Context: an optimization exercise on an open-source flow, tuned for small area and a short achievable clock period. The choices shown serve that exercise and are no tape-out recipe.
No functional check of the RTL was part of any run shown here.
No activity file was given, so power comes from the tool's default toggle rates. The clock port is modelled as an ideal driver; clocking choices that lean on that would not hold on a real chip.

===== flow/flow/run.sh =====
#!/bin/bash
# The standard layout (standard.sh), with plain buffers on the ports instead of
# the delay cells buffer_ports picks by default, and no dummy clock loads in CTS.
set -euo pipefail
export BUFFER_PORTS_ARGS="-buffer_cell sky130_fd_sc_hd__buf_2"
export CTS_ARGS="-sink_clustering_enable -repair_clock_nets -sink_clustering_size 30 -sink_clustering_max_diameter 100 -dont_use_dummy_load"
bash standard.sh > standard.log 2>&1

===== flow/standard.sh =====
#!/bin/bash
# synth_recipe.tcl (not shown) runs the flow's synth.tcl, then flattens the netlist and writes it again
# the make line also repeats each setting of config.mk as NAME=value (left out here)
make -C /OpenROAD-flow-scripts/flow DESIGN_CONFIG=/design/flow/config.mk WORK_HOME=/design/flow/orfs CLKGATE_MAP_FILE= SYNTH_SCRIPT=/design/flow/synth_recipe.tcl "${@:-finish}"

===== flow/config.mk =====
export PLATFORM = sky130hd
export DESIGN_NAME = bist
export DESIGN_NICKNAME = bist
export VERILOG_FILES = /design/flow/design.v
export SDC_FILE = /design/flow/constraint.sdc
export NUM_CORES = 4
export LEC_CHECK = 0
export CAP_MARGIN = 0
export CORE_MARGIN = 2
export CORE_UTILIZATION = 50
export PLACE_DENSITY = 0.65
export SETUP_SLACK_MARGIN = 3.0
export SLEW_MARGIN = 0
export SYNTH_HIERARCHICAL = 1
export TNS_END_PERCENT = 10

===== flow/constraint.sdc =====
create_clock -name core_clock -period 5.5 [get_ports {clk}]
set_input_delay 1.1000 -clock core_clock [delete_from_list [all_inputs] [get_ports {clk}]]
set_output_delay 1.1000 -clock core_clock [all_outputs]
set_load 0.01 [all_outputs]

===== flow/design.v =====
module mux2i_gate (
    input  logic s,
    input  logic a0,
    input  logic a1,
    output logic y
);
    assign y = ~(s ? a1 : a0);
endmodule
module predecoder (
    input  logic       test,
    input  logic [5:0] k,          
    input  logic [5:0] address,
    input  logic       en,
    output logic [7:0] lo_n,       
    output logic [7:0] hi_n        
);
    logic [5:0] a, a_n;
    for (genvar i = 0; i < 6; i++) begin : g_a
        mux2i_gate m (.s(test), .a0(address[i]), .a1(k[i]), .y(a_n[i]));
        inv_gate   n (.a(a_n[i]), .y(a[i]));
    end
    for (genvar i = 0; i < 8; i++) begin : g_l
        nand3_gate l (
            .a(i[0] ? a[0] : a_n[0]),
            .b(i[1] ? a[1] : a_n[1]),
            .c(i[2] ? a[2] : a_n[2]),
            .y(lo_n[i])
        );
        nand4_gate h (
            .a(en),
            .b(i[0] ? a[3] : a_n[3]),
            .c(i[1] ? a[4] : a_n[4]),
            .d(i[2] ? a[5] : a_n[5]),
            .y(hi_n[i])
        );
    end
endmodule
module rdwr (
    input  logic test,
    input  logic k6,
    input  logic csin,
    input  logic rwbarin,
    output logic rd,
    output logic wr,
    output logic wr_n,     
    output logic idle_n    
);
    assign rd   = test ? k6 : (csin & rwbarin);
    assign wr_n   = test ? k6 : ~(csin & ~rwbarin);
    assign wr   = test ? ~k6 : (csin & ~rwbarin);
    assign idle_n = test | csin;
endmodule
module pattern (
    input  logic [2:0] k,
    output logic [7:0] pat
);
    always_comb begin
        case (k)
            3'd0: pat = 8'hAA;
            3'd1: pat = 8'h55;
            3'd2: pat = 8'hF0;
            3'd3: pat = 8'h0F;
            3'd4: pat = 8'h00;
            3'd5: pat = 8'hFF;
            3'd6: pat = 8'hCC;
            default: pat = 8'h33;
        endcase
    end
endmodule
module dinmux (
    input  logic       test,
    input  logic [7:0] pat,
    input  logic [7:0] datain,
    output logic [7:0] din_n
);
    for (genvar b = 0; b < 8; b++) begin : g_b
        mux2i_gate m (.s(test), .a0(datain[b]), .a1(pat[b]), .y(din_n[b]));
    end
endmodule
module decoder (
    input  logic        test,
    input  logic [6:0]  k,         
    input  logic        csin,
    input  logic        rwbarin,
    input  logic [5:0]  address,
    output logic        wr_n,      
    output logic        idle_n,    
    output logic [63:0] rsel_n,    
    output logic [63:0] we         
);
    logic       rd, wr;
    logic [7:0] lor_n, low_n, hir_n, hiw_n, lor, hir;
    rdwr rw (.test(test), .k6(k[6]), .csin(csin), .rwbarin(rwbarin),
             .rd(rd), .wr(wr), .wr_n(wr_n), .idle_n(idle_n));
    predecoder pr (.test(test), .k(k[5:0]), .address(address), .en(rd),
                   .lo_n(lor_n), .hi_n(hir_n));
    predecoder pw (.test(test), .k(k[5:0]), .address(address), .en(wr),
                   .lo_n(low_n), .hi_n(hiw_n));
    for (genvar i = 0; i < 8; i++) begin : g_i
        inv_gate u_l (.a(lor_n[i]), .y(lor[i]));
        inv_gate u_h (.a(hir_n[i]), .y(hir[i]));
    end
    for (genvar w = 0; w < 64; w++) begin : g_w
        nand2_gate u_r (.a(hir[w / 8]), .b(lor[w % 8]), .y(rsel_n[w]));
        nor2_gate u_w (.a(hiw_n[w / 8]), .b(low_n[w % 8]), .y(we[w]));
    end
endmodule
module nand4_gate (
    input  logic a, b, c, d,
    output logic y
);
    assign y = ~(a & b & c & d);
endmodule
module nand3_gate (
    input  logic a, b, c,
    output logic y
);
    assign y = ~(a & b & c);
endmodule
module nand2_gate (
    input  logic a, b,
    output logic y
);
    assign y = ~(a & b);
endmodule
module nor2_gate (
    input  logic a,
    input  logic b,
    output logic y
);
    assign y = ~(a | b);
endmodule
module oai22_gate (
    input  logic a1, a2, b1, b2,
    output logic y
);
    assign y = ~((a1 | a2) & (b1 | b2));
endmodule
module inv_gate (
    input  logic a,
    output logic y
);
    assign y = ~a;
endmodule
module multiplexer (
    input  logic [63:0] d_n,       
    input  logic [63:0] rsel_n,
    input  logic        din_n,     
    input  logic        wr_n,
    input  logic        q_n,       
    input  logic        idle_n,
    output logic        out
);
    logic [65:0] s_n, v_n;
    assign s_n = {idle_n, wr_n, rsel_n};
    assign v_n = {q_n, din_n, d_n};
    logic [32:0] t;      
    for (genvar i = 0; i < 33; i++) begin : g_t
        oai22_gate u (
            .a1(s_n[2*i]),   .a2(v_n[2*i]),
            .b1(s_n[2*i+1]), .b2(v_n[2*i+1]),
            .y(t[i])
        );
    end
    logic [16:0] x_n;    
    for (genvar i = 0; i < 16; i++) begin : g_x
        nor2_gate g (.a(t[2*i]), .b(t[2*i+1]), .y(x_n[i]));
    end
    inv_gate g_x16 (.a(t[32]), .y(x_n[16]));
    logic [4:0] u;       
    for (genvar i = 0; i < 3; i++) begin : g_u
        nand4_gate g (.a(x_n[4*i]), .b(x_n[4*i+1]), .c(x_n[4*i+2]), .d(x_n[4*i+3]), .y(u[i]));
    end
    nand3_gate g_u3 (.a(x_n[12]), .b(x_n[13]), .c(x_n[14]), .y(u[3]));
    nand2_gate g_u4 (.a(x_n[15]), .b(x_n[16]), .y(u[4]));
    logic [2:0] y_n;     
    nor2_gate g_y0 (.a(u[0]), .b(u[1]), .y(y_n[0]));
    nor2_gate g_y1 (.a(u[2]), .b(u[3]), .y(y_n[1]));
    inv_gate  g_y2 (.a(u[4]), .y(y_n[2]));
    nand3_gate g_out (.a(y_n[0]), .b(y_n[1]), .c(y_n[2]), .y(out));
endmodule
module dout_gate (
    input  logic t,
    input  logic n,
    input  logic csin,
    input  logic rwbarin,
    output logic y
);
    assign y = t | (n & csin & rwbarin);
endmodule
module bist #(
    parameter size   = 6,
    parameter length = 8
) (
    input  logic             clk,
    input  logic             rst,
    input  logic             start,
    input  logic             csin,
    input  logic             rwbarin,
    input  logic             opr,
    input  logic [size-1:0]  address,
    input  logic [length-1:0] datain,
    output logic [length-1:0] dataout,
    output logic              fail
);
    logic       test;
    logic [9:0] k;
    always_ff @(posedge clk) begin
        if (rst)
            test <= 1'b0;
        else if (!test)
            test <= start;
        else if (&k)
            test <= 1'b0;
        k <= test ? k + 10'd1 : 10'd0;
    end
    logic [7:0] pat;
    pattern pgen (.k(k[9:7]), .pat(pat));
    logic        wr_n, idle_n;
    logic [63:0] rsel_n, we;
    logic [7:0]  din_n;
    decoder dec (
        .test    (test),
        .k       (k[6:0]),
        .csin    (csin),
        .rwbarin (rwbarin),
        .address (address),
        .wr_n    (wr_n),
        .idle_n  (idle_n),
        .rsel_n  (rsel_n),
        .we      (we)
    );
    dinmux dmux (.test(test), .pat(pat), .datain(datain), .din_n(din_n));
    logic [7:0] mem_n [0:63];
    always_ff @(posedge clk)
        for (int w = 0; w < 64; w++)
            if (we[w])
                mem_n[w] <= din_n;
    logic [7:0] rdata, rdata_n, rdata_nx;
    assign rdata_n = ~rdata;
    for (genvar b = 0; b < 8; b++) begin : g_rd
        logic [63:0] col_n;
        for (genvar w = 0; w < 64; w++) begin : g_w
            assign col_n[w] = mem_n[w][b];
        end
        multiplexer mux (
            .d_n      (col_n),
            .rsel_n   (rsel_n),
            .din_n    (din_n[b]),
            .wr_n     (wr_n),
            .q_n      (rdata_n[b]),
            .idle_n   (idle_n),
            .out      (rdata_nx[b])
        );
    end
    always_ff @(posedge clk)
        rdata <= rdata_nx;
    logic [7:0] rdata_t, rdata_i;
    assign rdata_t = rdata & {8{test & k[6]}};
    assign rdata_i = rdata & {8{~test}};
    for (genvar b = 0; b < 8; b++) begin : g_out
        dout_gate u (.t(rdata_t[b]), .n(rdata_i[b]), .csin(csin), .rwbarin(rwbarin),
                     .y(dataout[b]));
    end
    always_ff @(posedge clk)
        fail <= test && k[6] && opr && (rdata != pat);
endmodule

==> run notes, run 1 <==
Synth Flop Type=edfxtp_1; Skew-Pair Late Insertion Delay=0.56 ns; Slew Limit Fails=0; skew final=roughly 0.019 ns; die height=203 um; Cell variety after synth=31; RR Endpoint=mem_n[27][4]; Tot GR Track Use=0.247; mapped cell area=0.0199 mm2; post-DP HPWL=31.9 mm; multiplexer share of the synthesized area=0.0106; Initial DRT Pass Iterations=5; Layout area overhead=16.9%; hold depth=2; vias post-DR=12.5k; synthesis-stage register bit count=532; boundary pin count=29; Post-route DRC=0; Leak Pwr=0.00727 uW; Setup crit start=test; critical path type=register to register; Initial Util=0.504; GR Overflow Total=0; Sw Pwr=between 1000 and 1500 uW; n_diodes=0; most frequent cells in the layout=512 x edfxtp_1, 261 x o22ai_1, 147 x nor2_1, 69 x nor2_2, 48 x buf_4; CTS Root Buffer Type=clkbuf_16; Critical Path Slowest Stage Cell=nand3_2; WL final=53.2 mm; Pint=5330 uW; CTS max path bufs=3; die outline area=approximately 0.041 mm2; Yosys top cell area share=0.773; post-route ant nets=0; CTS Hold Bufs=0; CP Data Required Time=5.71 ns; Worst Reg-to-Reg Cells=5; reg-to-reg slack, setup=2.72 ns; Crit. End Element=register; sum of negative setup slack=0 ns; Period minus WS final=2.78 ns; port bufs=28; Final Hold Fails=0; Avg Cell Area, Syn=15.1 um2; Tcrit/Tclk final=0.506; top cell type by total area after synthesis=edfxtp_1; Combinational Power Share=0.073; Rows=73; Hold EP=fail; crit-path max FO=8; largest family of logic cells by synthesized area=compound AO/OA/AOI/OAI gates; clock power share=0.263; H-tree Lvls=1; CTS tree=done; sw frac=0.216; initial antenna violation count=0; Core Util, Final=0.589; max frequency=0.360 GHz; hold path start=k[6]; unrepaired setup endpoints after global routing=true; pin count of the biggest net entering global routing=66; xor/xnor share of the synthesized area=0.00830; post-DR vias/cell=6.37; core area=approximately 0.039 mm2; syn_nets=1,338; Startpoint Class=register; status=no timing/DRC/antenna violations; EDFF count, synth=around 510; worst-margin pin slew=1.14 ns; initial drt markers=1,635; commonest non-fill, non-tap cell in the layout=edfxtp_1; crit-path most repeated cell=buf_12; Final #Nets=1,460; Synth area leaders=edfxtp_1 77%, o22ai_1 8.3%, nor2_1 4.4%, dfxtp_1 2.0%, nand2_1 1.5%; Die Width=about 200 um; Cell Pwr Density=292 mW/mm2; worst path cell trace=buf_12, buf_12, mux2i_2, nand3_2, nor2_2; wire length per cell=27.1 um; post-synthesis sequential area ratio=0.793; vias in the first global route=between 10k and 15k; Worst slew margin=0.222; synth warn=9; Syn Inst Count=between 1k and 1.5k; FF-to-FF Start=test; simple-gate share of the synthesized area=0.0860; asr flop ratio synth=0; Synth Area in Compound Gates=0.0897; Sequential Power Share=0.665; Hold Crit Class=register to register; Max Cap Viol=0; final setup fails=0; WP data arrival=2.99 ns; CTS Buf Count=21; first-pass GRT wire length=74.5 mm; share of layout cells above drive strength 1=0.231; CP max stage delay=0.60 ns; VDD IR max=0.268 mV; Sink Count=between 500 and 600; RD Place Congestion=about 0.95; post-synthesis adder-cell area fraction=0.000629; clock transition at the registers of the reported paths=0.11 ns
==> repair_timing <==
action,in CTS,in global routing
resized for setup,127,176
setup endpoints to repair,911,699
gates cloned,0,2
setup buffers,32,27
pin swaps,1,38
==> cell usage after synthesis, types with 4 or more instances <==
master / number
inv_1: 57
nand3_1: 36
a21oi_1: 4
a31o_1: 8
xor2_1: 12
edfxtp_1: 512
o22ai_1: 265
nor2_1: 231
mux2i_1: 21
xnor2_1: 5
nand2_1: 77
dfxtp_1: 20
nand4_1: 42
==> power groups by stage <==
stage	clock network (uW)	logic, uW	registers [uW]
final	1780	494	4510
after global placement	0	332	4610
after detailed placement	0	336	4610
after CTS	1810	407	4510
after floorplan	0	164	4600
after global routing	1950	514	4510
==> kinds of logic after synthesis <==
| group | after synthesis |
|---|---|
| and+or+nand+nor | 402 |
| AOI/OAI and AO/OA | 283 |
| adders and majority gates | 1 |
| buffers and inverters | 60 |
| DFF | 532 |
| xor gates and xnor gates | 18 |
| muxes | 21 |
==> layer usage <==
metal  track usage  vias up  routed length [um]
li1              -     5412                   -
met1         0.356     6159               20900
met2         0.389      780               24700
met3        0.0288      147                5310
met4        0.0957        0                2270
met5             0        -                   0
==> worst max-delay path: cells and delay by family, from the launching register on <==
kind / cells / cell delay [ns]
DFF: 1 / 0.38
muxes: 1 / 0.57
buffers and inverters: 2 / 0.27
and+or+nand+nor: 2 / 1.19
==> cell type report <==
cell class | instances | area, um2
fill | 2933 | 16200
sequential | 532 | 15800
multi-input combinational | 727 | 5040
timing repair buffer | 100 | 962
tap | 525 | 657
clock buffer | 21 | 526
inverter | 57 | 287
==> how the worst max path moves through the flow <==
| stage | slack, ns | cells past startpoint | end |
|---|---|---|---|
| finish | 2.72 | 5 | mem_n[27][4] |
| global route | 2.70 | 4 | mem_n[49][0] |
| CTS | 2.75 | 4 | mem_n[46][6] |
| detailed placement | 1.95 | 11 | rdata[7] |
| global placement | 1.98 | 11 | rdata[7] |
| floorplan | 2.86 | 4 | mem_n[0][0] |
==> per-module statistics from Yosys, one instance, submodules excluded, a selection <==
module / cell area, um2 / flops+latches / copies in the design / cells
nor2_gate: 3.75 / 0 / 208 / 1
nand4_gate: 6.26 / 0 / 40 / 1
mux2i_gate: 10.0 / 0 / 20 / 1
inv_gate: 3.75 / 0 / 44 / 1
pattern: 104 / 0 / 1 / 13
rdwr: 51.3 / 0 / 1 / 8
dout_gate: 8.76 / 0 / 8 / 1
nand3_gate: 5.00 / 0 / 32 / 1
nand2_gate: 3.75 / 0 / 72 / 1
oai22_gate: 6.26 / 0 / 264 / 1
==> state kept, by name, summed over array words and instances, names as in the netlist <==
name	cells
mem_n	512
k	10
fail	1
rdata	8
test	1
==> per-stage QoR <==
stage	instances	hold WS [ns]	instance area, um2	setup WS [ns]	power (uW)
2_1_floorplan	1317	0.462	20000	2.86	4770
3_3_place_gp	1880	0.494	20900	1.98	4940
3_5_place_dp	1880	0.508	20900	1.95	4940
4_1_cts	1933	0.541	22200	2.75	6730
5_1_grt	1962	0.605	23300	2.70	6980
6_report	1962	0.577	23300	2.72	6790
==> inputs of run 2 (changes only) <==
==> flow/flow/run.sh (replaced) <==
#!/bin/bash
# The standard layout (standard.sh), with plain buffers on the ports instead of
# the delay cells buffer_ports picks by default, and no dummy clock loads in CTS.
set -euo pipefail
export BUFFER_PORTS_ARGS="-buffer_cell sky130_fd_sc_hd__buf_2"
export CTS_ARGS="-sink_clustering_enable -repair_clock_nets -sink_clustering_size 30 -sink_clustering_max_diameter 70 -dont_use_dummy_load"
bash standard.sh > standard.log 2>&1
--- a/flow/config.mk
+++ b/flow/config.mk
@@ -5,11 +5,11 @@
 export SDC_FILE = /design/flow/constraint.sdc
 export NUM_CORES = 4
 export LEC_CHECK = 0
-export CAP_MARGIN = 0
+export CAP_MARGIN = 20
 export CORE_MARGIN = 2
 export CORE_UTILIZATION = 50
 export PLACE_DENSITY = 0.65
 export SETUP_SLACK_MARGIN = 3.0
-export SLEW_MARGIN = 0
+export SLEW_MARGIN = 20
 export SYNTH_HIERARCHICAL = 1
 export TNS_END_PERCENT = 10
==> run notes, run 2 <==
VDD IR max=0.224 mV; Startpoint Class=register; Max Cap Viol=0; CTS Root Buffer Type=clkbuf_16; Biggest register=mem_n; Syn Inst Count=1,317; Final #Nets=1,458; vias in the first global route=about 12k; skew final=~0.048 ns; initial drt markers=1,644; CTS Buf Count=27; Initial DRT Pass Iterations=6; post-DP HPWL=32.1 mm; unrepaired setup endpoints after global routing=true; commonest non-fill, non-tap cell in the layout=edfxtp_1; Avg Cell Area, Syn=between 15 and 20 um2; die height=about 200 um; RD Place Congestion=0.954; share of layout cells above drive strength 1=0.204; most frequent cell after synthesis=edfxtp_1; sum of negative setup slack=0 ns; status=no timing/DRC/antenna violations; first-pass GRT wire length=74.7 mm; Slew Limit Fails=0; Final Hold Fails=0; Hold Crit Class=register to register; H-tree Lvls=1; Placed Area=between 0.02 and 0.025 mm2; crit-path max FO=8; Post-route DRC=0; Initial Util=0.504; final setup fails=0; Cell variety after synth=31; Cell Pwr Density=303 mW/mm2; Layout area overhead=15.4%; Leak Pwr=0.00732 uW; mapped cell area=0.0199 mm2; CP Data Required Time=roughly 5.7 ns; worst-margin pin slew=1.04 ns; Tcrit/Tclk final=0.485; synthesis-stage register bit count=532; CTS tree=done; post-DR vias/cell=6.32; clock power share=0.286; post-synthesis sequential area ratio=0.793; vias post-DR=between 10k and 15k; Sink Count=532; n_diodes=0; Period minus WS final=2.67 ns; synth warn=9; WP data arrival=2.88 ns; WL final=52.0 mm; Rows=73; Largest register FFs=~510; Tot GR Track Use=0.247; CTS max path bufs=3; syn_nets=1,338; Skew-Pair Late Insertion Delay=0.60 ns; most frequent cells in the layout=512 x edfxtp_1, 265 x o22ai_1, 157 x nor2_1, 67 x nor2_2, 44 x buf_4; boundary pin count=29; post-route ant nets=0; Combinational Power Share=0.066; core area=a little under 0.04 mm2; Synth Flop Type=edfxtp_1; Synth area leaders=edfxtp_1 77%, o22ai_1 8.3%, nor2_1 4.4%, dfxtp_1 2.0%, nand2_1 1.5%; max frequency=between 0.3 and 0.4 GHz; port bufs=28; critical path type=register to register; GR Overflow Total=0; wire length per cell=roughly 27 um; Yosys top cell area share=0.773; asr flop ratio synth=0; largest registers=mem_n: 512 flops, k: 10 flops, rdata: 8 flops; CTS Hold Bufs=0; pin count of the biggest net entering global routing=66; Crit. End Element=register; Die Width=between 200 and 250 um; Post-synth top cells=512 x edfxtp_1, 265 x o22ai_1, 231 x nor2_1; clock transition at the registers of the reported paths=0.11 ns; Pint=5500 uW; top cell type by total area after synthesis=edfxtp_1; die outline area=0.0414 mm2; EDFF count, synth=512; Sw Pwr=1470 uW; post-route cell area=roughly 0.023 mm2; Worst slew margin=0.292; sw frac=0.211; initial antenna violation count=0; Sequential Power Share=0.648
==> run 2: cell counts after synthesis <==
No cell type changed its count.
==> run 2: power groups by stage <==
| stage | logic [uW] | registers [uW] | clock network (uW) |
|---|---|---|---|
| global placement | 332 | 4610 | 0 |
| CTS | 405 | 4510 | 2030 |
| finish | 462 | 4510 | 1990 |
| detailed placement | 340 | 4610 | 0 |
| floorplan | 164 | 4600 | 0 |
| global route | 482 | 4520 | 2160 |
==> run 2: kinds of logic (layout without fill, tap and decap cells) <==
| kind of cell | after synthesis | in the layout | share of synthesized area |
|---|---|---|---|
| muxes | 21 | 21 | 0.0106 |
| DFF | 532 | 532 | 0.793 |
| and+or+nand+nor | 402 | 402 | 0.0860 |
| xor gates and xnor gates | 18 | 18 | 0.00830 |
| adders and majority gates | 1 | 1 | 0.000629 |
| AOI/OAI and AO/OA | 283 | 283 | 0.0897 |
| buffers and inverters | 60 | 178 | 0.0117 |
==> run 2: per-layer routing <==
layer,vias to the layer above,global-route usage,routed length [um]
li1,5412,-,-
met1,6113,0.354,20700
met2,711,0.390,24100
met3,154,0.0284,4800
met4,0,0.101,2460
met5,-,0,0
==> run 2: worst paths after layout <==
| kind | startpoint | to | slack [ns] | depth (start not counted) |
|---|---|---|---|---|
| worst min register to register | k[6] | fail | 0.62 | 2 |
| worst max-delay path | test | mem_n[46][7] | 2.83 | 4 |
| worst min-delay path | k[6] | fail | 0.62 | 2 |
| worst max register to register | test | mem_n[46][7] | 2.83 | 4 |
==> run 2: area by class of cell <==
type                    instances  area [um2]
flip-flops and latches        532       15800
clock buffers                  27         676
fillers                      3017       16500
inverters                      57         255
multi-input cells             725        4630
repair buffers                 94         966
well taps                     525         657
==> run 2: repair_timing <==
action / CTS / global route
pin swaps: 7 / 27
buffers inserted: 27 / 20
gates cloned: 2 / 1
setup endpoints to repair: 838 / 596
resized for setup: 140 / 77
==> run 2: through the flow <==
stage / util / hold slack, ns / cells / power, uW / setup WS [ns]
2_1_floorplan: - / 0.462 / 1317 / 4770 / 2.86
3_3_place_gp: 0.530 / 0.494 / 1880 / 4940 / 1.98
3_5_place_dp: 0.531 / 0.508 / 1881 / 4950 / 1.96
4_1_cts: 0.567 / 0.539 / 1937 / 6940 / 2.84
5_1_grt: 0.582 / 0.635 / 1960 / 7160 / 2.75
6_report: 0.582 / 0.617 / 1960 / 6970 / 2.83
==> run 2: Yosys stat by module, one instance, submodules excluded, excerpt <==
module / times used / cells
oai22_gate: 264 / 1
inv_gate: 44 / 1
rdwr: 1 / 8
dout_gate: 8 / 1
bist: 1 / 608
mux2i_gate: 20 / 1
==> run 2: critical path: stages (launching register included) <==
cell	delay, ns
dfxtp_4	0.45
buf_12	0.18
mux2i_2	0.55
nand3_2	0.55
nor2_2	0.57
==> inputs of run 3 (changes only) <==
==> flow/flow/run.sh (replaced) <==
#!/bin/bash
# The standard layout (standard.sh), with plain buffers on the ports instead of
# the delay cells buffer_ports picks by default, and no dummy clock loads in CTS.
set -euo pipefail
export BUFFER_PORTS_ARGS="-buffer_cell sky130_fd_sc_hd__buf_2"
export CTS_ARGS="-sink_clustering_enable -repair_clock_nets -sink_clustering_size 34 -sink_clustering_max_diameter 80 -dont_use_dummy_load"
bash standard.sh > standard.log 2>&1
==> run notes, run 3 <==
synth warn=9; Leak Pwr=0.00721 uW; initial antenna violation count=0; Worst slew margin=0.295; simple-gate share of the synthesized area=0.0860; wire length per cell=26.6 um; reg-to-reg slack, setup=2.82 ns; Crit. End Element=register; crit path capture=mem_n[46][2]; pre-CTS WS=roughly 2 ns; first-pass GRT wire length=74.1 mm; crit-path max FO=8; WP data arrival=2.95 ns; CP Data Required Time=5.69 ns; Rows=73; Tcrit/Tclk final=0.501; worst-margin pin slew=1.03 ns; CTS Hold Bufs=0; Worst Reg-to-Reg Cells=4; most frequent cells in the layout=512 x edfxtp_1, 265 x o22ai_1, 153 x nor2_1, 71 x nor2_2, 42 x nand4_1; CTS Buf Count=23; CTS Root Buffer Type=clkbuf_16; Yosys top cell area share=0.773; boundary pin count=29; Final #Nets=1,447; syn_nets=1,338; most frequent cell after synthesis=edfxtp_1; Sink Count=532; GR Overflow Total=0; Avg Cell Area, Syn=15.1 um2; Core Util, Final=0.578; CTS max path bufs=3; core area=0.0395 mm2; Cell variety after synth=31; WL final=51.8 mm; Synth Area in Compound Gates=0.0897; clock transition at the registers of the reported paths=0.11 ns; Post-synth top cells=512 x edfxtp_1, 265 x o22ai_1, 231 x nor2_1; Initial Util=0.504; die height=203 um; sum of negative setup slack=0 ns; hold path start=k[0]; RR Endpoint=mem_n[27][4]; EDFF count, synth=512; min setup slack post-route=approximately 2.7 ns; Die Width=203 um; Synth Flop Type=edfxtp_1; share of layout cells above drive strength 1=0.209; vias in the first global route=11.7k; Slew Limit Fails=0; largest family of logic cells by synthesized area=compound AO/OA/AOI/OAI gates; Hold Crit Class=register to register; Fillers=just over 3k; multiplexer share of the synthesized area=0.0106; placed cells=1,881; final setup fails=0; Skew-Pair Late Insertion Delay=0.60 ns; xor/xnor share of the synthesized area=0.00830; n_diodes=0; Biggest register=mem_n; total power=between 6000 and 7000 uW; post-synthesis adder-cell area fraction=0.000629; Non-Filler Instances=1,949; Cell Pwr Density=299 mW/mm2; post-synthesis sequential area ratio=0.793; VDD IR max=0.245 mV; Layout area overhead=14.6%; vias post-DR=12.3k; RD Place Congestion=0.954; Tot GR Track Use=0.245; skew final=0.0537 ns; CTS tree=done; Period minus WS final=2.76 ns; top cell type by total area after synthesis=edfxtp_1; H-tree Lvls=1; commonest non-fill, non-tap cell in the layout=edfxtp_1; post-route ant nets=0; Startpoint Class=input pin; Setup crit start=address[0]; post-DP HPWL=32.1 mm; Final Hold Fails=0; synthesis-stage register bit count=532; Initial DRT Pass Iterations=7; Syn Inst Count=~1.3k; mapped cell area=roughly 0.020 mm2; largest registers=mem_n: 512 flops, k: 10 flops, rdata: 8 flops; initial drt markers=1,546; Synth area leaders=edfxtp_1 77%, o22ai_1 8.3%, nor2_1 4.4%, dfxtp_1 2.0%, nand2_1 1.5%; unrepaired setup endpoints after global routing=true; FF-to-FF Start=test; port bufs=28; Largest register FFs=512; die outline area=between 0.04 and 0.05 mm2; post-DR vias/cell=6.33; Post-route DRC=0; status=no timing/DRC/antenna violations; critical path type=input pin to register; Max Cap Viol=0; asr flop ratio synth=0; max frequency=0.363 GHz; pin count of the biggest net entering global routing=66
==> run 3: layout make-up <==
cell class / instances / area, um2 / area share
sequential: 532 / 15800 / 0.692
multi-input combinational: 725 / 4670 / 0.205
tap: 525 / 657 / 0.0288
timing repair buffer: 87 / 862 / 0.0378
clock buffer: 23 / 576 / 0.0252
inverter: 57 / 255 / 0.0112
==> run 3: kinds of logic (layout without fill, tap and decap cells) <==
logic type	after synthesis	count (layout)
mux	21	21
compound gates	283	283
simple gates	402	402
xor+xnor	18	18
fa+ha+maj	1	1
buf+inv	60	167
flops	532	532
==> run 3: routing by layer <==
metal / vias up / track usage / wire, um
met3: 144 / 0.0296 / 4670
met1: 6136 / 0.353 / 20800
met5: - / 0 / 0
met2: 680 / 0.385 / 24000
met4: 0 / 0.0983 / 2390
li1: 5383 / - / -
==> run 3: where the power goes <==
part | total, uW | internal, uW | switching (uW)
registers | 4510 | 4490 | 21.3
clock network | 1860 | 751 | 1100
logic | 456 | 133 | 323
==> run 3: stage by stage <==
stage	hold WS, ns	instance area [um2]
3_3_place_gp	0.494	20900
3_5_place_dp	0.508	20900
4_1_cts	0.540	22100
2_1_floorplan	0.462	20000
6_report	0.596	22800
5_1_grt	0.606	22800
==> run 3: worst max-delay path, stage by stage <==
cell and delay (ns):
buf_2 0.14, mux2i_2 0.55, nand3_2 0.57, nor2_2 0.57
==> run 3: worst min-delay path by stage <==
stage,endpoint,slack [ns],depth (start not counted)
6_report,k[0],0.60,1
5_1_grt,k[0],0.61,1
4_1_cts,k[0],0.54,1
3_5_place_dp,k[0],0.51,1
3_3_place_gp,k[0],0.49,1
2_1_floorplan,k[0],0.46,1
==> run 3: timing repair <==
item	4_1_cts	5_1_grt
gates cloned	0	0
buffers inserted	24	19
setup endpoints to repair	863	611
pin swaps	5	28
resized for setup	113	113
==> run 3: modules after synthesis, one instance, submodules excluded, excerpt <==
module      cells inside  copies in the design  flops+latches
bist                 608                     1            532
dout_gate              1                     8              0
inv_gate               1                    44              0
mux2i_gate             1                    20              0
nand2_gate             1                    72              0
nand3_gate             1                    32              0
nand4_gate             1                    40              0
nor2_gate              1                   208              0
oai22_gate             1                   264              0
pattern               13                     1              0
rdwr                   8                     1              0
==> inputs of run 4 (changes only) <==
--- a/flow/design.v
+++ b/flow/design.v
@@ -11,7 +11,7 @@
     input  logic [5:0] k,          
     input  logic [5:0] address,
     input  logic       en,
-    output logic [7:0] lo_n,       
+    output logic [15:0] lo_n,      
     output logic [7:0] hi_n        
 );
     logic [5:0] a, a_n;
@@ -20,12 +20,14 @@
         inv_gate   n (.a(a_n[i]), .y(a[i]));
     end
     for (genvar i = 0; i < 8; i++) begin : g_l
-        nand3_gate l (
-            .a(i[0] ? a[0] : a_n[0]),
-            .b(i[1] ? a[1] : a_n[1]),
-            .c(i[2] ? a[2] : a_n[2]),
-            .y(lo_n[i])
-        );
+        for (genvar c = 0; c < 2; c++) begin : g_c
+            nand3_gate l (
+                .a(i[0] ? a[0] : a_n[0]),
+                .b(i[1] ? a[1] : a_n[1]),
+                .c(i[2] ? a[2] : a_n[2]),
+                .y(lo_n[8*c+i])
+            );
+        end
         nand4_gate h (
             .a(en),
             .b(i[0] ? a[3] : a_n[3]),
@@ -89,20 +91,23 @@
     output logic [63:0] we         
 );
     logic       rd, wr;
-    logic [7:0] lor_n, low_n, hir_n, hiw_n, lor, hir;
+    logic [15:0] lor_n, low_n, lor;
+    logic [7:0]  hir_n, hiw_n, hir;
     rdwr rw (.test(test), .k6(k[6]), .csin(csin), .rwbarin(rwbarin),
              .rd(rd), .wr(wr), .wr_n(wr_n), .idle_n(idle_n));
     predecoder pr (.test(test), .k(k[5:0]), .address(address), .en(rd),
                    .lo_n(lor_n), .hi_n(hir_n));
     predecoder pw (.test(test), .k(k[5:0]), .address(address), .en(wr),
                    .lo_n(low_n), .hi_n(hiw_n));
-    for (genvar i = 0; i < 8; i++) begin : g_i
+    for (genvar i = 0; i < 16; i++) begin : g_l
         inv_gate u_l (.a(lor_n[i]), .y(lor[i]));
+    end
+    for (genvar i = 0; i < 8; i++) begin : g_h
         inv_gate u_h (.a(hir_n[i]), .y(hir[i]));
     end
     for (genvar w = 0; w < 64; w++) begin : g_w
-        nand2_gate u_r (.a(hir[w / 8]), .b(lor[w % 8]), .y(rsel_n[w]));
-        nor2_gate u_w (.a(hiw_n[w / 8]), .b(low_n[w % 8]), .y(we[w]));
+        nand2_gate u_r (.a(hir[w / 8]), .b(lor[(w / 32) * 8 + w % 8]), .y(rsel_n[w]));
+        nor2_gate u_w (.a(hiw_n[w / 8]), .b(low_n[(w / 32) * 8 + w % 8]), .y(we[w]));
     end
 endmodule
 module nand4_gate (
==> flow/flow/run.sh (replaced) <==
#!/bin/bash
# The standard layout (standard.sh), with plain buffers on the ports instead of
# the delay cells buffer_ports picks by default, and no dummy clock loads in CTS.
set -euo pipefail
export BUFFER_PORTS_ARGS="-buffer_cell sky130_fd_sc_hd__buf_2"
export CTS_ARGS="-sink_clustering_enable -repair_clock_nets -sink_clustering_size 30 -sink_clustering_max_diameter 100 -dont_use_dummy_load"
bash standard.sh > standard.log 2>&1
==> run notes, run 4 <==
syn_nets=around 1.4k; Synth Area in Compound Gates=0.0892; largest family of logic cells by synthesized area=simple AND/OR/NAND/NOR gates; EDFF count, synth=512; WL final=about 52 mm; CTS max path bufs=3; Tot GR Track Use=0.250; first-pass GRT wire length=76.8 mm; Final Hold Fails=0; Initial Util=0.505; Die Width=204 um; pre-CTS WS=1.64 ns; crit-path max FO=8; H-tree Lvls=1; Leak Pwr=0.00744 uW; Layout area overhead=15.2%; max frequency=0.371 GHz; post-route ant nets=0; total power=6780 uW; post-DR vias/cell=6.39; CTS Buf Count=21; Slew Limit Fails=0; Initial DRT Pass Iterations=6; multiplexer share of the synthesized area=0.0105; initial drt markers=about 1.8k; die height=about 200 um; critical path type=register to register; hold depth=2; CP bufs+invs=5; Synth Flop Type=edfxtp_1; Critical Path Slowest Stage Cell=dfxtp_4; Largest register FFs=~500; commonest non-fill, non-tap cell in the layout=edfxtp_1; Hold Crit Class=register to register; Worst slew margin=0.306; n_diodes=0; largest registers=mem_n: 512 flops, k: 10 flops, rdata: 8 flops; Stages on worst setup path=13; most frequent cells in the layout=512 x edfxtp_1, 256 x o22ai_1, 146 x nor2_1, 72 x nor2_2, 45 x inv_1; CP max stage delay=0.44 ns; WP data arrival=3.13 ns; final setup fails=0; sum of negative setup slack=0 ns; Tcrit/Tclk final=0.490; GR Overflow Total=0; VDD IR max=0.184 mV; Biggest register=mem_n; CTS Hold Bufs=0; skew final=approximately 0.028 ns; most frequent cell after synthesis=edfxtp_1; initial antenna violation count=2; RD Place Congestion=0.984; port bufs=28; unrepaired setup endpoints after global routing=true; Syn Inst Count=1,341; Cell variety after synth=31; reg-to-reg slack, setup=2.81 ns; post-DP HPWL=~33 mm; asr flop ratio synth=0; Skew-Pair Late Insertion Delay=~0.56 ns; xor/xnor share of the synthesized area=0.00826; Fillers=3,011; area taken by multi-input logic gates=between 0.004 and 0.005 mm2; Reg area=between 0.015 and 0.02 mm2; share of layout cells above drive strength 1=0.224; worst-margin pin slew=1.02 ns; top cell type by total area after synthesis=edfxtp_1; wire length per cell=26.6 um; core area=0.0396 mm2; Synth area leaders=edfxtp_1 77%, o22ai_1 8.3%, nor2_1 4.3%, dfxtp_1 2.0%, nand2_1 1.4%; Max Cap Viol=0; Worst Reg-to-Reg Cells=13; worst path cell trace=buf_12, buf_4, mux2i_4, inv_4, nand3_2, clkinvlp_4, buf_12, nand2_4, o22ai_1, nor2_1, nand4_1, nor2_1, nand3_1; synthesis-stage register bit count=~530; Post-synth top cells=512 x edfxtp_1, 265 x o22ai_1, 231 x nor2_1; Crit. End Element=register; min setup slack post-route=2.81 ns; post-synthesis adder-cell area fraction=0.000626; vias post-DR=12.6k; vias in the first global route=about 12k; CP Data Required Time=5.94 ns; Rows=between 70 and 80; Yosys top cell area share=0.769; Final #Nets=1,470; synth warn=9; simple-gate share of the synthesized area=0.0896; Startpoint Class=register; Avg Cell Area, Syn=14.9 um2; CTS Root Buffer Type=clkbuf_16; boundary pin count=29; Sink Count=532; mapped cell area=0.0200 mm2; Period minus WS final=2.69 ns; CTS tree=done; pin count of the biggest net entering global routing=66; post-synthesis sequential area ratio=0.789; status=no timing/DRC/antenna violations; Cell Pwr Density=294 mW/mm2; clock transition at the registers of the reported paths=0.11 ns; cell family with most CP delay=simple AND/OR/NAND/NOR gates; Post-route DRC=0; die outline area=between 0.04 and 0.05 mm2
## run 4: cell count changes after synthesis
cell     before  now
nand3_1      36   52
inv_1        57   65
## run 4: area by class of cell
| cell class | count | share of cell area |
|---|---|---|
| Tap cell | 525 | 0.0285 |
| Multi-Input combinational cell | 743 | 0.216 |
| Timing Repair Buffer | 86 | 0.0345 |
| Inverter | 65 | 0.0124 |
| Sequential cell | 532 | 0.685 |
| Clock buffer | 21 | 0.0228 |
## run 4: modules after synthesis, one instance, submodules excluded, a selection
module	flip-flops and latches	cell area (um2)	times used	cells
pattern	0	104	1	13
rdwr	0	51.3	1	8
nand3_gate	0	5.00	48	1
nand4_gate	0	6.26	40	1
nor2_gate	0	3.75	208	1
oai22_gate	0	6.26	264	1
nand2_gate	0	3.75	72	1
## run 4: kinds of logic after synthesis
family,count (synthesis)
buf+inv,68
fa+ha+maj,1
simple gates,418
xor+xnor,18
mux,21
compound gates,283
flops,532
## run 4: final timing paths
kind | start | to
worst max-delay path | test | rdata[5]
worst min-delay path | k[6] | k[6]
worst max register to register | test | rdata[5]
worst min register to register | k[6] | k[6]
## run 4: layer usage
metal	up-vias	wire length (um)	part of all wire	track usage
li1	5465	-	-	-
met1	6341	21200	0.40	0.357
met2	680	24500	0.47	0.395
met3	111	4850	0.092	0.0399
met4	0	1870	0.036	0.0849
met5	-	0	0	0
## run 4: worst min-delay path: stages (launching register included)
cell	delay (ns)
dfxtp_4	0.39
or4_1	0.11
o21ai_0	0.06
## run 4: power breakdown
| part | internal, uW | total [uW] | switching [uW] | leakage [uW] |
|---|---|---|---|---|
| registers | 4490 | 4520 | 29.4 | 0.00477 |
| clock network | 692 | 1800 | 1110 | 0.000259 |
| logic | 125 | 454 | 329 | 0.00241 |
## run 4: what timing repair did
item / 4_1_cts / 5_1_grt
pin swaps: 34 / 14
gates cloned: 4 / 0
buffers inserted: 28 / 19
resized for setup: 213 / 84
setup endpoints to repair: 763 / 490
## run 4: stage by stage
stage	hold slack, ns	utilization	area [um2]	cells
after CTS	0.536	0.568	22500	1953
after global placement	0.499	0.528	20900	1900
after detailed placement	0.499	0.528	20900	1900
after floorplan	0.462	-	20100	1341
after global routing	0.619	0.581	23000	1972
final	0.589	0.581	23000	1972
==> inputs of run 5 (changes only) <==
--- a/flow/config.mk
+++ b/flow/config.mk
@@ -12,4 +12,4 @@
 export SETUP_SLACK_MARGIN = 3.0
 export SLEW_MARGIN = 20
 export SYNTH_HIERARCHICAL = 1
-export TNS_END_PERCENT = 10
+export TNS_END_PERCENT = 0
==> run notes, run 5 <==
Top Layer Used=met4; share of layout cells above drive strength 1=0.181; CTS Hold Bufs=0; Layout area overhead=13.3%; Final Hold Fails=0; asr flop ratio synth=0; commonest non-fill, non-tap cell in the layout=edfxtp_1; Final #Nets=1,458; Non-Filler Instances=approximately 2.0k; unrepaired setup endpoints after global routing=true; Startpoint Class=register; RD Place Congestion=0.984; sum of negative setup slack=0 ns; initial antenna violation count=2; Initial DRT Pass Iterations=8; port bufs=28; Worst slew margin=0.343; Routed met2 length=between 20 and 25 mm; VDD IR max=between 0.2 and 0.25 mV; CTS tree=done; critical path type=register to register; pre-CTS WS=~1.6 ns; crit-path max FO=9; min setup slack post-route=2.80 ns; die outline area=0.0416 mm2; max frequency=0.370 GHz; Largest register FFs=512; WL final=51.5 mm; post-DP HPWL=between 30 and 40 mm; CTS Root Buffer Type=clkbuf_16; Cell Pwr Density=298 mW/mm2; Fillers=3,049; Biggest register=mem_n; Slew Limit Fails=0; Post-synth top cells=512 x edfxtp_1, 265 x o22ai_1, 231 x nor2_1; top cell type by total area after synthesis=edfxtp_1; worst-margin pin slew=0.966 ns; total power=6740 uW; clock transition at the registers of the reported paths=0.12 ns; post-DR vias/cell=6.40; status=no timing/DRC/antenna violations; pin count of the biggest net entering global routing=66; Crit. End Element=register; Leak Pwr=about 0.0072 uW; Cell variety after synth=31; boundary pin count=29; worst path cell trace=buf_12, buf_4, mux2i_2, inv_1, nand3_1, nor2_4; synth warn=9; Period minus WS final=2.70 ns; vias post-DR=around 13k; Sink Count=532; Avg Cell Area, Syn=around 15 um2; WP data arrival=2.93 ns; syn_nets=~1.4k; EDFF count, synth=512; mapped cell area=0.0200 mm2; Die Width=204 um; placed cells=1,900; post-synthesis sequential area ratio=0.789; Skew-Pair Late Insertion Delay=0.56 ns; CP max stage delay=0.64 ns; Critical Path Slowest Stage Cell=nand3_1; post-route ant nets=0; core area=between 0.03 and 0.04 mm2; first-pass GRT wire length=between 70 and 80 mm; H-tree Lvls=1; Syn Inst Count=1,341; wire length per cell=26.3 um; wire length on met1=20.9 mm; Yosys top cell area share=0.769; met3 wire length=4.98 mm; area taken by multi-input logic gates=0.00470 mm2; largest registers=mem_n: 512 flops, k: 10 flops, rdata: 8 flops; CP Data Required Time=5.72 ns; synthesis-stage register bit count=532; Hold Crit Class=register to register; skew final=0.0288 ns; most frequent cells in the layout=512 x edfxtp_1, 263 x o22ai_1, 158 x nor2_1, 61 x nor2_2, 53 x inv_1; Reg area=0.0158 mm2; GR Overflow Total=0; Max Cap Viol=0; CTS max path bufs=3; Tot GR Track Use=0.245; die height=204 um; Post-route DRC=0; Synth Flop Type=edfxtp_1; vias in the first global route=12.0k; CTS Buf Count=21; Rows=73; most frequent cell after synthesis=edfxtp_1; initial drt markers=1,744; final setup fails=0; Initial Util=0.505; Synth area leaders=edfxtp_1 77%, o22ai_1 8.3%, nor2_1 4.3%, dfxtp_1 2.0%, nand2_1 1.4%; Tcrit/Tclk final=0.492
[run 5: cell families after synthesis]
kind of cell,after synthesis,share of synthesized area
adder cells (fa/ha/maj),1,0.000625
AND/OR/NAND/NOR,418,0.0896
multiplexers,21,0.0105
buffers and inverters,68,0.0131
flip-flops,532,0.789
AO/OA/AOI/OAI,283,0.0892
XOR/XNOR,18,0.00826
[run 5: repair_timing]
item / 4_1_cts / 5_1_grt
pin swaps: 20 / 9
resized for setup: 140 / 75
setup buffers: 16 / 19
cloned: 3 / 0
endpoints found under the setup margin: 763 / 435
[run 5: final cells by class]
type	instances	share of cell area
sequential	532	0.697
multi-input combinational	742	0.208
timing repair buffer	75	0.0313
tap	525	0.0290
clock buffer	21	0.0232
inverter	65	0.0123
antenna	2	0.000221
[run 5: critical path, delay by kind of cell, from the launching register on]
family | cells | cell delay [ns]
flops | 1 | 0.40
simple gates | 2 | 1.13
mux | 1 | 0.23
buf+inv | 3 | 0.58
[run 5: metrics by stage]
stage / cell area [um2] / hold WS (ns) / util
after floorplan: 20100 / 0.462 / -
after global placement: 20900 / 0.499 / 0.528
after detailed placement: 20900 / 0.499 / 0.528
after CTS: 22100 / 0.536 / 0.558
after global routing: 22700 / 0.558 / 0.572
final: 22700 / 0.538 / 0.572
[run 5: modules after synthesis, one instance, submodules excluded, a selection]
module	flip-flops and latches	copies in the design
bist	532	1
pattern	0	1
rdwr	0	1
mux2i_gate	0	20
dout_gate	0	8
nand4_gate	0	40
oai22_gate	0	264
nand3_gate	0	48
inv_gate	0	52
nand2_gate	0	72
nor2_gate	0	208
[run 5: worst paths after layout]
path / from / end / slack (ns) / cells past startpoint
min reg2reg: k[6] / fail / 0.54 / 2
max reg2reg: test / mem_n[47][2] / 2.80 / 6
max: test / mem_n[47][2] / 2.80 / 6
min: k[6] / fail / 0.54 / 2
[run 5: power by group]
group	switching, uW	internal, uW	total (uW)
Sequential	29.1	4490	4520
Combinational	311	113	425
Clock	1110	692	1800
Total	1450	5300	6740
[run 5: routing by layer]
| layer | up-vias | GRT usage |
|---|---|---|
| li1 | 5441 | - |
| met1 | 6305 | 0.352 |
| met2 | 697 | 0.384 |
| met3 | 119 | 0.0400 |
| met4 | 0 | 0.0828 |
| met5 | - | 0 |
==> inputs of run 6 (changes only) <==
--- a/flow/design.v
+++ b/flow/design.v
@@ -7,27 +7,25 @@
     assign y = ~(s ? a1 : a0);
 endmodule
 module predecoder (
-    input  logic       test,
+    input  logic       ntest,
     input  logic [5:0] k,          
     input  logic [5:0] address,
     input  logic       en,
-    output logic [15:0] lo_n,      
+    output logic [7:0] lo_n,       
     output logic [7:0] hi_n        
 );
     logic [5:0] a, a_n;
     for (genvar i = 0; i < 6; i++) begin : g_a
-        mux2i_gate m (.s(test), .a0(address[i]), .a1(k[i]), .y(a_n[i]));
+        mux2i_gate m (.s(ntest), .a0(k[i]), .a1(address[i]), .y(a_n[i]));
         inv_gate   n (.a(a_n[i]), .y(a[i]));
     end
     for (genvar i = 0; i < 8; i++) begin : g_l
-        for (genvar c = 0; c < 2; c++) begin : g_c
-            nand3_gate l (
-                .a(i[0] ? a[0] : a_n[0]),
-                .b(i[1] ? a[1] : a_n[1]),
-                .c(i[2] ? a[2] : a_n[2]),
-                .y(lo_n[8*c+i])
-            );
-        end
+        nand3_gate l (
+            .a(i[0] ? a[0] : a_n[0]),
+            .b(i[1] ? a[1] : a_n[1]),
+            .c(i[2] ? a[2] : a_n[2]),
+            .y(lo_n[i])
+        );
         nand4_gate h (
             .a(en),
             .b(i[0] ? a[3] : a_n[3]),
@@ -70,17 +68,18 @@
     end
 endmodule
 module dinmux (
-    input  logic       test,
+    input  logic       ntest,
     input  logic [7:0] pat,
     input  logic [7:0] datain,
     output logic [7:0] din_n
 );
     for (genvar b = 0; b < 8; b++) begin : g_b
-        mux2i_gate m (.s(test), .a0(datain[b]), .a1(pat[b]), .y(din_n[b]));
+        mux2i_gate m (.s(ntest), .a0(pat[b]), .a1(datain[b]), .y(din_n[b]));
     end
 endmodule
 module decoder (
     input  logic        test,
+    input  logic        ntest,     
     input  logic [6:0]  k,         
     input  logic        csin,
     input  logic        rwbarin,
@@ -91,23 +90,20 @@
     output logic [63:0] we         
 );
     logic       rd, wr;
-    logic [15:0] lor_n, low_n, lor;
-    logic [7:0]  hir_n, hiw_n, hir;
+    logic [7:0] lor_n, low_n, hir_n, hiw_n, lor, hir;
     rdwr rw (.test(test), .k6(k[6]), .csin(csin), .rwbarin(rwbarin),
              .rd(rd), .wr(wr), .wr_n(wr_n), .idle_n(idle_n));
-    predecoder pr (.test(test), .k(k[5:0]), .address(address), .en(rd),
+    predecoder pr (.ntest(ntest), .k(k[5:0]), .address(address), .en(rd),
                    .lo_n(lor_n), .hi_n(hir_n));
-    predecoder pw (.test(test), .k(k[5:0]), .address(address), .en(wr),
+    predecoder pw (.ntest(ntest), .k(k[5:0]), .address(address), .en(wr),
                    .lo_n(low_n), .hi_n(hiw_n));
-    for (genvar i = 0; i < 16; i++) begin : g_l
+    for (genvar i = 0; i < 8; i++) begin : g_i
         inv_gate u_l (.a(lor_n[i]), .y(lor[i]));
-    end
-    for (genvar i = 0; i < 8; i++) begin : g_h
         inv_gate u_h (.a(hir_n[i]), .y(hir[i]));
     end
     for (genvar w = 0; w < 64; w++) begin : g_w
-        nand2_gate u_r (.a(hir[w / 8]), .b(lor[(w / 32) * 8 + w % 8]), .y(rsel_n[w]));
-        nor2_gate u_w (.a(hiw_n[w / 8]), .b(low_n[(w / 32) * 8 + w % 8]), .y(we[w]));
+        nand2_gate u_r (.a(hir[w / 8]), .b(lor[w % 8]), .y(rsel_n[w]));
+        nor2_gate u_w (.a(hiw_n[w / 8]), .b(low_n[w % 8]), .y(we[w]));
     end
 endmodule
 module nand4_gate (
@@ -208,15 +204,19 @@
     output logic [length-1:0] dataout,
     output logic              fail
 );
-    logic       test;
+    logic       test, ntest, test_nx;
     logic [9:0] k;
+    always_comb begin
+        if (rst)
+            test_nx = 1'b0;
+        else if (!test)
+            test_nx = start;
+        else
+            test_nx = ~&k;
+    end
     always_ff @(posedge clk) begin
-        if (rst)
-            test <= 1'b0;
-        else if (!test)
-            test <= start;
-        else if (&k)
-            test <= 1'b0;
+        test  <= test_nx;
+        ntest <= ~test_nx;
         k <= test ? k + 10'd1 : 10'd0;
     end
     logic [7:0] pat;
@@ -226,6 +226,7 @@
     logic [7:0]  din_n;
     decoder dec (
         .test    (test),
+        .ntest   (ntest),
         .k       (k[6:0]),
         .csin    (csin),
         .rwbarin (rwbarin),
@@ -235,7 +236,7 @@
         .rsel_n  (rsel_n),
         .we      (we)
     );
-    dinmux dmux (.test(test), .pat(pat), .datain(datain), .din_n(din_n));
+    dinmux dmux (.ntest(ntest), .pat(pat), .datain(datain), .din_n(din_n));
     logic [7:0] mem_n [0:63];
     always_ff @(posedge clk)
         for (int w = 0; w < 64; w++)
==> run notes, run 6 <==
status=no timing/DRC/antenna violations; VDD IR max=between 0.2 and 0.3 mV; Tot GR Track Use=0.242; mapped cell area=0.0199 mm2; crit-path most repeated cell=nand3_1; Post-route DRC=0; initial drt markers=1,535; Cell Pwr Density=301 mW/mm2; first-pass GRT wire length=roughly 72 mm; Leak Pwr=approximately 0.0068 uW; synth warn=9; Reg area=~0.016 mm2; Largest register FFs=512; Rows=between 70 and 80; post-route ant nets=0; top cell type by total area after synthesis=edfxtp_1; Final Hold Fails=0; largest registers=mem_n: 512 flops, k: 10 flops, rdata: 8 flops; Hold EP=k[0]; crit-path max FO=8; Critical Path Slowest Stage Cell=mux2i_2; Cell variety after synth=32; vias post-DR=12.1k; share of layout cells above drive strength 1=0.174; worst path cell trace=buf_2, mux2i_2, inv_1, nand3_1, clkinvlp_4, buf_4, nand2_2, o22ai_1, nor2_1, nand4_1, nor2_4, nand3_1; CP bufs+invs=4; Worst Reg-to-Reg Cells=10; Period minus WS final=2.75 ns; Initial DRT Pass Iterations=6; RD Place Congestion=0.898; skew final=0.0278 ns; cell family with most CP delay=simple AND/OR/NAND/NOR gates; pre-CTS WS=1.84 ns; synthesis-stage register bit count=533; syn_nets=1,340; asr flop ratio synth=0; Startpoint Class=input pin; commonest non-fill, non-tap cell in the layout=edfxtp_1; wire length per cell=26.0 um; port bufs=28; hold depth=1; reg-to-reg slack, setup=2.82 ns; most frequent cell after synthesis=edfxtp_1; CP max stage delay=0.26 ns; GR Overflow Total=0; Post-synth top cells=512 x edfxtp_1, 265 x o22ai_1, 232 x nor2_1; worst-margin pin slew=1.13 ns; final setup fails=0; Avg Cell Area, Syn=15.1 um2; Synth Flop Type=edfxtp_1; Fillers=3,065; vias in the first global route=roughly 11k; Initial Util=0.504; CTS Root Buffer Type=clkbuf_16; Yosys top cell area share=0.772; Biggest register=mem_n; H-tree Lvls=1; Synth area leaders=edfxtp_1 77%, o22ai_1 8.3%, nor2_1 4.4%, dfxtp_1 2.1%, nand2_1 1.5%; hold path start=k[0]; RR Endpoint=rdata[3]; boundary pin count=29; Layout area overhead=11.6%; EDFF count, synth=~500; Sink Count=533; Tcrit/Tclk final=0.501; post-DP HPWL=~31 mm; sum of negative setup slack=0 ns; CTS max path bufs=3; post-DR vias/cell=6.23; Crit. End Element=register; Die Width=204 um; pin count of the biggest net entering global routing=66; core area=~0.040 mm2; Slew Limit Fails=0; die height=204 um; max frequency=0.363 GHz; WP data arrival=~3.2 ns; FF-to-FF Start=ntest; unrepaired setup endpoints after global routing=true; CTS tree=done; Final #Nets=about 1.4k; critical path type=input pin to register; die outline area=0.0415 mm2; WL final=50.3 mm; Worst slew margin=0.232; CTS Buf Count=21; Hold Crit Class=register to register; post-synthesis sequential area ratio=0.793; CP Data Required Time=5.94 ns; most frequent cells in the layout=512 x edfxtp_1, 264 x o22ai_1, 163 x nor2_1, 67 x nor2_2, 46 x inv_1; min setup slack post-route=about 2.7 ns; Skew-Pair Late Insertion Delay=0.56 ns; initial antenna violation count=1; Syn Inst Count=between 1k and 1.5k; clock transition at the registers of the reported paths=0.11 ns; Max Cap Viol=0; area taken by multi-input logic gates=0.00443 mm2
==> run 6: changes by cell type after synthesis, sizes merged <==
| cell | change |
|---|---|
| nor3 | -2 |
| o31ai | +1 |
| dfxtp | +1 |
| nor2 | +1 |
| nand3 | -16 |
| inv | -8 |
| o31a | +1 |
==> run 6: worst max-delay path by stage <==
| stage | depth (start not counted) | end | slack (ns) | start |
|---|---|---|---|---|
| after global placement | 5 | mem_n[54][5] | 1.40 | csin |
| after CTS | 5 | mem_n[61][2] | 2.68 | csin |
| final | 12 | rdata[1] | 2.75 | address[1] |
| after global routing | 12 | rdata[5] | 2.66 | address[1] |
| after detailed placement | 11 | rdata[5] | 1.84 | address[2] |
| after floorplan | 4 | mem_n[0][0] | 2.87 | csin |
==> run 6: repair_timing <==
item | 4_1_cts | 5_1_grt
hold buffers | 0 | 0
gates cloned | 1 | 0
pin swaps | 6 | 3
buffers inserted | 22 | 9
endpoints found under the hold margin | 0 | 0
gates resized for setup | 93 | 58
endpoints found under the setup margin | 600 | 579
==> run 6: logic make-up (layout without fill, tap and decap cells) <==
| family | Yosys count | after routing | share of synthesized area |
|---|---|---|---|
| mux | 21 | 22 | 0.0106 |
| fa+ha+maj | 1 | 1 | 0.000628 |
| compound gates | 285 | 285 | 0.0904 |
| other cells | 0 | 1 | 0 |
| xor+xnor | 18 | 18 | 0.00829 |
| buf+inv | 60 | 148 | 0.0117 |
| flops | 533 | 533 | 0.793 |
| simple gates | 401 | 401 | 0.0856 |
==> run 6: per-layer routing <==
| layer | track usage | routed length (um) | vias up |
|---|---|---|---|
| met5 | 0 | 0 | - |
| met4 | 0.0944 | 2120 | 0 |
| met3 | 0.0369 | 4890 | 109 |
| met2 | 0.373 | 22600 | 700 |
| met1 | 0.350 | 20800 | 5895 |
| li1 | - | - | 5353 |
==> run 6: area by class of cell <==
class | instances | area share
antenna | 1 | 0.000112
clock buffer | 21 | 0.0236
inverter | 57 | 0.0111
multi-input combinational | 727 | 0.199
sequential | 533 | 0.710
tap | 525 | 0.0295
timing repair buffer | 70 | 0.0258
==> run 6: metrics by stage <==
step	total power [uW]	cell area (um2)	utilization	instances	hold slack, ns
3_3_place_gp	4940	20900	0.528	1879	0.497
2_1_floorplan	4770	20000	-	1319	0.461
5_1_grt	6870	22200	0.562	1934	0.576
6_report	6710	22200	0.562	1934	0.556
3_5_place_dp	4940	20900	0.528	1879	0.513
4_1_cts	6690	21900	0.555	1923	0.538
==> run 6: report_power, final <==
part | switching, uW | leakage (uW) | internal [uW]
registers | 23.3 | 0.00478 | 4500
clock network | 1090 | 0.000259 | 691
logic | 303 | 0.00177 | 103
==> run 6: per-module statistics from Yosys, one instance, submodules excluded, excerpt <==
| module | area [um2] | cells inside |
|---|---|---|
| nor2_gate | 3.75 | 1 |
| inv_gate | 3.75 | 1 |
| oai22_gate | 6.26 | 1 |
| bist | 16200 | 610 |
| rdwr | 51.3 | 8 |
| nand4_gate | 6.26 | 1 |
| pattern | 104 | 13 |
| mux2i_gate | 10.0 | 1 |
| nand3_gate | 5.00 | 1 |
| nand2_gate | 3.75 | 1 |
| dout_gate | 8.76 | 1 |
==> inputs of run 7 (changes only) <==
--- a/flow/config.mk
+++ b/flow/config.mk
@@ -12,4 +12,4 @@
 export SETUP_SLACK_MARGIN = 3.0
 export SLEW_MARGIN = 20
 export SYNTH_HIERARCHICAL = 1
-export TNS_END_PERCENT = 0
+export TNS_END_PERCENT = 10
==> run notes, run 7 <==
Skew-Pair Late Insertion Delay=~0.56 ns; Largest register FFs=512; post-DR vias/cell=~6.2; commonest non-fill, non-tap cell in the layout=edfxtp_1; Tcrit/Tclk final=0.502; die outline area=around 0.041 mm2; top cell type by total area after synthesis=edfxtp_1; placed cells=about 1.9k; clock transition at the registers of the reported paths=between 0.1 and 0.15 ns; Initial Util=0.504; CTS max path bufs=3; WP data arrival=around 3.2 ns; FF-to-FF Start=ntest; syn_nets=1,340; Final #Nets=1,440; vias post-DR=12.0k; port bufs=28; wire length per cell=25.9 um; Sequential Power Share=0.674; Leak Pwr=0.00688 uW; pin count of the biggest net entering global routing=66; Setup crit start=address[0]; Avg Cell Area, Syn=15.1 um2; sw frac=0.210; Pint=5300 uW; RR Endpoint=rdata[5]; Cell Pwr Density=approximately 300 mW/mm2; post-synthesis sequential area ratio=0.793; VDD IR max=0.267 mV; clock power share=0.264; Sink Count=533; synth warn=9; post-DP HPWL=30.5 mm; Yosys top cell area share=0.772; Fillers=3,055; Period minus WS final=2.76 ns; Synth area leaders=edfxtp_1 77%, o22ai_1 8.3%, nor2_1 4.4%, dfxtp_1 2.1%, nand2_1 1.5%; GR Util met2=0.374; Post-route DRC=0; H-tree Lvls=1; initial drt markers=between 1k and 1.5k; Max Cap Viol=0; Die Width=approximately 200 um; Reg area=0.0158 mm2; reg-to-reg slack, setup=2.76 ns; Hold EP=fail; RD Place Congestion=0.898; Combinational Power Share=0.062; hold slack=0.560 ns; met3 Track Usage GR=0.0369; Tot GR Track Use=0.243; Final Hold Fails=0; hold path start=k[6]; asr flop ratio synth=0; worst-margin pin slew=1.13 ns; CTS Root Buffer Type=clkbuf_16; EDFF count, synth=approximately 510; max frequency=0.362 GHz; final setup fails=0; boundary pin count=29; Syn Inst Count=1,319; skew final=0.0301 ns; Sw Pwr=1410 uW; hold depth=2; CTS Buf Count=21; first-pass GRT wire length=approximately 73 mm; synthesis-stage register bit count=533; critical path type=input pin to register; WL final=50.4 mm; most frequent cell after synthesis=edfxtp_1; die height=slightly above 200 um; crit-path max FO=8; met1 usage=0.351; Post-synth top cells=512 x edfxtp_1, 265 x o22ai_1, 232 x nor2_1; CTS tree=done; largest registers=mem_n: 512 flops, k: 10 flops, rdata: 8 flops; share of layout cells above drive strength 1=0.183; vias in the first global route=11.5k; Slew Limit Fails=0; CP Data Required Time=between 5 and 6 ns; Layout area overhead=12.4%; status=no timing/DRC/antenna violations; post-route ant nets=0; layer with the highest usage=met2; Cell variety after synth=32; n_diodes=0; Startpoint Class=input pin; Rows=73; most frequent cells in the layout=512 x edfxtp_1, 264 x o22ai_1, 162 x nor2_1, 68 x nor2_2, 44 x inv_1; Crit. End Element=register; Hold Crit Class=register to register; mapped cell area=0.0199 mm2; Initial DRT Pass Iterations=5; sum of negative setup slack=0 ns; Worst slew margin=0.231; Synth Flop Type=edfxtp_1; Core Util, Final=0.566; Worst Reg-to-Reg Cells=12; area taken by multi-input logic gates=0.00447 mm2; unrepaired setup endpoints after global routing=true; core area=slightly below 0.04 mm2; GR Overflow Total=0; initial antenna violation count=0; Non-Filler Instances=1,942; Biggest register=mem_n
[run 7: cell types whose count changed in the layout (fill, tap and decap cells not counted), moves of 2 or more]
cell / delta
inv_2: +2
buf_4: +8
buf_2: -2
nand2_1: -2
inv_1: -2
nand2_4: +2
[run 7: worst max path at each step]
stage | endpoint | slack [ns] | cells after the start
2_1_floorplan | mem_n[0][0] | 2.87 | 4
3_3_place_gp | mem_n[54][5] | 1.40 | 5
3_5_place_dp | rdata[5] | 1.84 | 11
4_1_cts | mem_n[42][6] | 2.69 | 5
5_1_grt | rdata[5] | 2.68 | 12
6_report | rdata[5] | 2.74 | 12
[run 7: timing repair]
action,4_1_cts,5_1_grt
endpoints found under the setup margin,600,579
resized for setup,128,42
pin swaps,7,4
hold buffers,0,0
gates cloned,1,1
setup buffers,31,8
[run 7: power by group through the flow]
stage,Sequential (uW),Clock (uW),Combinational (uW)
after floorplan,4610,0,162
after global placement,4620,0,323
after detailed placement,4620,0,325
after CTS,4520,1800,384
after global routing,4520,1920,438
final,4520,1770,417
[run 7: cell type report]
class,count,share of cell area
timing repair buffer,79,0.0303
tap,525,0.0293
clock buffer,21,0.0235
sequential,533,0.706
inverter,57,0.0111
multi-input combinational,727,0.200
[run 7: cell families (layout without fill, tap and decap cells)]
family	count (synthesis)	count (layout)	share of synthesized area
fa+ha+maj	1	1	0.000628
simple gates	401	401	0.0856
buf+inv	60	157	0.0117
mux	21	22	0.0106
compound gates	285	285	0.0904
xor+xnor	18	18	0.00829
flops	533	533	0.793
[run 7: per-layer routing]
metal	vias up	wire [um]
li1	5366	-
met1	5869	20900
met2	669	22500
met3	126	4720
met4	0	2280
met5	-	0
[run 7: per-module statistics from Yosys (local to each module, per instance), excerpt]
module | cells inside | flip-flops and latches
dout_gate | 1 | 0
nor2_gate | 1 | 0
nand4_gate | 1 | 0
oai22_gate | 1 | 0
mux2i_gate | 1 | 0
nand2_gate | 1 | 0
[run 7: per-stage QoR]
step           setup slack, ns  area [um2]  total power (uW)
2_1_floorplan             2.87       20000              4770
3_3_place_gp              1.40       20900              4940
3_5_place_dp              1.84       20900              4940
4_1_cts                   2.69       22100              6700
5_1_grt                   2.68       22400              6890
6_report                  2.74       22400              6710
[run 7: critical path, cell delays in order]
cell and delay (ns):
buf_2 0.14, mux2i_2 0.28, inv_1 0.15, nand3_1 0.16, clkinvlp_4 0.13, buf_12 0.17
nand2_2 0.14, o22ai_1 0.11, nor2_1 0.17, nand4_1 0.28, nor2_4 0.26, nand3_1 0.11

static timing again, ports no longer ideal:
How much do the figures lean on ideal ports? The routed layouts below were timed once more, with nothing changed but the port constraints. Step 1 assumes that a clkbuf_16 drives the clock port and a buf_2 every other input. Step 2 adds t to the input delays and takes it off the output delays; t is the mean of the earliest and latest rising clock arrival at the registers after step 1. Input paths then give back, and output paths get back, about the clock's delay inside the block. a / b / c = no drivers / after step 1 / after step 2; a / b = the first two.
run | t, ns | setup slack, ns | worst setup path at the end | worst register clock-pin slew, ns
run 1 | 0.605 | 2.719 / 2.706 / 2.154 | input to register | 0.11 / 0.11
run 2 | 0.632 | 2.830 / 2.732 / 2.249 | input to register | 0.11 / 0.11
run 3 | 0.625 | 2.743 / 2.733 / 2.154 | input to register | 0.12 / 0.12
run 4 | 0.607 | 2.807 / 2.738 / 2.275 | input to register | 0.12 / 0.12
run 5 | 0.599 | 2.795 / 2.735 / 2.200 | input to register | 0.12 / 0.12
run 6 | 0.603 | 2.745 / 2.729 / 2.174 | input to register | 0.11 / 0.11
run 7 | 0.601 | 2.737 / 2.755 / 2.163 | input to register | 0.11 / 0.11
After both steps every run listed still meets setup and hold. The setup slack of run 5, which loses most, moves by -0.060 ns with the drivers and by -0.595 ns with both steps.
